From an optimization exercise on the open Yosys and OpenROAD flow, aimed at small area, a short achievable clock period and few clock cycles; shortcuts taken in it are not production practice. Where RTL was checked, it was by simulation tests only, not by an equivalence proof against the original. No activity file was given, so power comes from the tool's default toggle rates.

Setup of job 2824:
## top
module top(clk, rst, start, x, y, z, mem_rdata, mem_addr, mem_wdata, mem_wen, done);
clock: 10.0 ns
lec_check: 0
cap_margin: 20
core_margin: 2
core_utilization: 65
cts_cluster_diameter: 80
cts_cluster_size: 30
slew_margin: 20
synth_hierarchical: 1
run.sh (not shown) runs the stock make flow with config.mk's settings and CLKGATE_MAP_FILE= SYNTH_SCRIPT=/design/flow/synth_recipe.tcl, a recipe that flattens the netlist after the stock synthesis.
Job 2824 reached the final stage; the timing, design-rule and antenna checks on its layout passed.
Testbench counts of job 2824, summed over its fixed seeds: cycles 6,720.
Here is what was changed in the inputs of job 2974 compared with job 2824.
# job 2824
export LEC_CHECK = 0
export CAP_MARGIN = 20
export CORE_MARGIN = 2
export CORE_UTILIZATION = 65
export CTS_CLUSTER_DIAMETER = 80
export CTS_CLUSTER_SIZE = 30
export SLEW_MARGIN = 20
export SYNTH_HIERARCHICAL = 1
create_clock -name core_clock -period 10.0 [get_ports {clk}]
# job 2974
export LEC_CHECK = 0
export CAP_MARGIN = 20
export CORE_MARGIN = 2
export CORE_UTILIZATION = 40
export CTS_CLUSTER_DIAMETER = 80
export CTS_CLUSTER_SIZE = 30
export SLEW_MARGIN = 20
export SYNTH_HIERARCHICAL = 1
create_clock -name core_clock -period 10.0 [get_ports {clk}]
==> flow/flow/run.sh (new file) <==
#!/bin/bash
set -euo pipefail
export BUFFER_PORTS_ARGS="-buffer_cell sky130_fd_sc_hd__buf_4"
bash standard.sh > standard.log 2>&1
==> flow/standard.sh (new file) <==
#!/bin/bash
# synth_recipe.tcl (not shown) runs the flow's synth.tcl, then flattens the netlist and writes it again
# the make line also repeats each setting of config.mk as NAME=value (left out here)
make -C /OpenROAD-flow-scripts/flow DESIGN_CONFIG=/design/flow/config.mk WORK_HOME=/design/flow/orfs CLKGATE_MAP_FILE= SYNTH_SCRIPT=/design/flow/synth_recipe.tcl "${@:-finish}"
removed: flow/run.sh
==> run summary <==
- Job 2824 -> job 2974: total stage count of the critical path flat
- The portion of total power attributed to the clock network of job 2974 is higher than that of job 2824.
- Between job 2974 and job 2824, it is job 2974 whose global-route wire length before repair is lower, by about 0.5%.
- Job 2974 reports a higher number of clock buffers inserted by TritonCTS than job 2824 does.
Here is what was changed in the inputs of job 1312 compared with job 2974.
==> flow/run.sh (new file) <==
#!/bin/bash
# synth_recipe.tcl (not shown) runs the flow's synth.tcl, then flattens the netlist and writes it again
# the make line also repeats each setting of config.mk as NAME=value (left out here)
make -C /OpenROAD-flow-scripts/flow DESIGN_CONFIG=/design/flow/config.mk WORK_HOME=/design/flow/orfs CLKGATE_MAP_FILE= SYNTH_SCRIPT=/design/flow/synth_recipe.tcl finish
removed: flow/flow/run.sh
removed: flow/standard.sh
- Job 1312 has power density of the placed cells below what job 2974 had.
- | final cell area excluding filler cells | job 2974 vs job 1312 | ≈ equal |
- Job 1312 — slack of the critical path 0.072 ns lower, job 2974 as reference
- ~same total routed wirelength in job 1312 and job 2974
- Compared with job 2974, the detailed router inserted fewer vias in job 1312.


top, a different RTL version from the one above (not shown whole).
Size: roughly 3300 cells after synthesis, roughly 800 flip-flops, ~81 I/O pins.
Settings: LEC_CHECK=0, CAP_MARGIN=20, CORE_MARGIN=2, CORE_UTILIZATION=40, SLEW_MARGIN=20, SYNTH_HIERARCHICAL=1; clock period 10.0 ns.
Stock flow here: none of the scripts above is used.
The first run completed without violations.
Testbench counts at the start, summed over its fixed seeds: cycles 6,720.
Edit:
Settings changed: ABC_CLOCK_PERIOD_IN_PS from default to 3000.
What happened:
- The new run completed without violations
- wire length is unchanged
- hold slack is unchanged
- power does not change
- worst setup slack stays the same
- final cell count is unchanged
- final area is unchanged


## run E
Another version of the RTL of top (not shown whole).
Size in the first run: ~3400 cells after synthesis, ~880 flip-flops, about 81 I/O pins.
export LEC_CHECK = 0
export CAP_MARGIN = 20
export CORE_MARGIN = 2
export CORE_UTILIZATION = 40
export SLEW_MARGIN = 20
export SYNTH_HIERARCHICAL = 1
create_clock -name core_clock -period 10.0 [get_ports {clk}]
Run E: no failed stages, no open violations at the end
Testbench counts of run E, summed over its fixed seeds: cycles 6,744.
For run B, these inputs were changed with respect to run E:
- CTS_CLUSTER_SIZE now 30, previously not set
- CTS_CLUSTER_DIAMETER now 80, previously not set
==> run summary <==
Sort run B and run E by clock network power share asc -> top: run B
Total power improves in run B relative to run E.
Higher final design area excluding fillers goes to run E over run B.


top, a different RTL version from the one above (not shown whole).
Size: about 81 I/O pins.
Settings: LEC_CHECK=0, CAP_MARGIN=20, CORE_MARGIN=2, CORE_UTILIZATION=40, CTS_CLUSTER_DIAMETER=70, CTS_CLUSTER_SIZE=30, SLEW_MARGIN=50, SYNTH_HIERARCHICAL=1; clock period 10.0 ns.
standard.sh (not shown) runs the stock make flow with config.mk's settings and CLKGATE_MAP_FILE= SYNTH_SCRIPT=/design/flow/synth_recipe.tcl, a recipe that flattens the netlist after the stock synthesis.
==> flow/flow/run.sh <==
#!/bin/bash
set -euo pipefail
export BUFFER_PORTS_ARGS="-buffer_cell sky130_fd_sc_hd__buf_4"
bash standard.sh > standard.log 2>&1
The first run completed without violations.
Change:
SLEW_MARGIN = 20   (was 50)
Result:
- hold slack hardly moves
- via count stays flat
- cell area is about the same
- sequential share of layout area hardly moves
- clock skew is lower by 0.0036 ns
No run of this note included a check of the RTL's function; only the layout flow was run.


top, a different RTL version from the one above (not shown whole).
For scale: ~3,900 cells after synthesis, roughly 890 flip-flops, roughly 81 I/O pins, about 52,000 µm² of cells after synthesis.
export LEC_CHECK = 0
export CAP_MARGIN = 20
export CORE_MARGIN = 2
export CORE_UTILIZATION = 40
export CTS_CLUSTER_DIAMETER = 70
export CTS_CLUSTER_SIZE = 30
export SLEW_MARGIN = 20
export SYNTH_HIERARCHICAL = 1
create_clock -name core_clock -period 10.0 [get_ports {clk}]
run.sh (not shown) runs the stock make flow with config.mk's settings and CLKGATE_MAP_FILE= SYNTH_SCRIPT=/design/flow/synth_recipe.tcl, a recipe that flattens the netlist after the stock synthesis.
Stock flow here: none of the scripts above is used.
Testbench counts at the start, summed over its fixed seeds: cycles 5,808.
Rerun with:
- CTS_CLUSTER_DIAMETER: 70 -> 80
After rerunning: Clock skew rises by 52 ps. Via count barely changes. Global-route usage falls by 0.13 points. Setup slack loses 24 ps. Total power falls by 2.7%. Final cell count falls by 0.57%. Synthesized cell count stays the same.


Another version of the RTL of top (not shown whole).
Size: about 81 I/O pins.
clock: 10.0 ns
lec_check: 0
cap_margin: 20
core_margin: 2
core_utilization: 40
cts_cluster_diameter: 60
cts_cluster_size: 30
slew_margin: 20
synth_hierarchical: 1
The first run completed without violations.
Testbench counts at the start, summed over its fixed seeds: cycles 5,832.
Rerun with:
CTS_CLUSTER_DIAMETER = 80   (was 60)
Non-clock buffer count does not change.
Core utilization goes down by 0.90 points.
Setup slack improves by 28 ps.
Critical path depth is unchanged.
Cell area is lower by 2.0%.
Final cell count shrinks by 0.98%.
Die area is unchanged.
Via count goes down by 0.72%.
Combinational power barely changes.
Rerun with:
==> flow/flow/run.sh (new file) <==
#!/bin/bash
set -euo pipefail
export BUFFER_PORTS_ARGS="-buffer_cell sky130_fd_sc_hd__buf_4"
bash standard.sh > standard.log 2>&1
==> flow/standard.sh (new file) <==
#!/bin/bash
# synth_recipe.tcl (not shown) runs the flow's synth.tcl, then flattens the netlist and writes it again
# the make line also repeats each setting of config.mk as NAME=value (left out here)
make -C /OpenROAD-flow-scripts/flow DESIGN_CONFIG=/design/flow/config.mk WORK_HOME=/design/flow/orfs CLKGATE_MAP_FILE= SYNTH_SCRIPT=/design/flow/synth_recipe.tcl "${@:-finish}"
CTS_CLUSTER_DIAMETER = 60   (was 80)
removed: flow/run.sh
Routed wire length rises by 1.4%.
Total power climbs by 6.7%.
Maximum frequency drops by 1.6%.

port drivers added, routing unchanged:
No port has a modelled driver above. Below, the same layouts with a new extraction and two added sets of constraints. Step 1 (the two cells are an assumption about what drives the block):
set clk [get_ports {clk}]
set_driving_cell -lib_cell sky130_fd_sc_hd__clkbuf_16 $clk
set_driving_cell -lib_cell sky130_fd_sc_hd__buf_2 [delete_from_list [all_inputs] $clk]
Step 2 adds t to the input delays and takes it off the output delays; t is the mean of the earliest and latest rising clock arrival at the registers after step 1. Input paths then give back, and output paths get back, about the clock's delay inside the block. Three values: ideal ports, drivers, drivers and shift; two values: the first two.
run | shift t [ns] | slack for setup (ns) | worst hold slack (ns) | worst setup path at the end | pins driven straight from the clock port
job 2824 | 0.696 | 6.296 / 6.296 / 6.296 | 0.323 / 0.323 / 0.323 | register to register | 1
job 2974 | 0.749 | 6.482 / 6.482 / 6.482 | 0.316 / 0.316 / 0.316 | register to register | 1
job 1312 | 0.732 | 6.409 / 6.358 / 6.409 | 0.307 / 0.307 / 0.307 | register to register | 1
the first run of note 2 | 0.731 | 5.716 / 5.716 / 5.601 | 0.314 / 0.314 / 0.314 | input to register | 1
the second run of note 2 | 0.731 | 5.716 / 5.716 / 5.601 | 0.314 / 0.314 / 0.314 | input to register | 1
run E | 0.748 | 5.762 / 5.762 / 5.762 | 0.309 / 0.309 / 0.309 | register to register | 1
run B | 0.742 | 5.763 / 5.763 / 5.763 | 0.318 / 0.318 / 0.318 | register to register | 1
the first run of note 4 | 0.778 | 6.521 / 6.521 / 6.521 | 0.337 / 0.337 / 0.337 | register to register | 1
the second run of note 4 | 0.756 | 6.580 / 6.580 / 6.580 | 0.337 / 0.337 / 0.337 | register to register | 1
the first run of note 5 | 0.736 | 6.273 / 6.273 / 6.196 | 0.329 / 0.329 / 0.329 | input to register | 1
the second run of note 5 | 0.777 | 6.249 / 6.249 / 6.186 | 0.337 / 0.337 / 0.337 | input to register | 1
the first run of note 6 | 0.756 | 6.388 / 6.363 / 6.352 | 0.327 / 0.327 / 0.327 | input to register | 1
the second run of note 6 | 0.754 | 6.416 / 6.341 / 6.392 | 0.336 / 0.336 / 0.336 | input to register | 1
the third run of note 6 | 0.778 | 6.357 / 6.357 / 6.357 | 0.328 / 0.328 / 0.328 | register to register | 1
After both steps setup and hold are still met in every run listed.
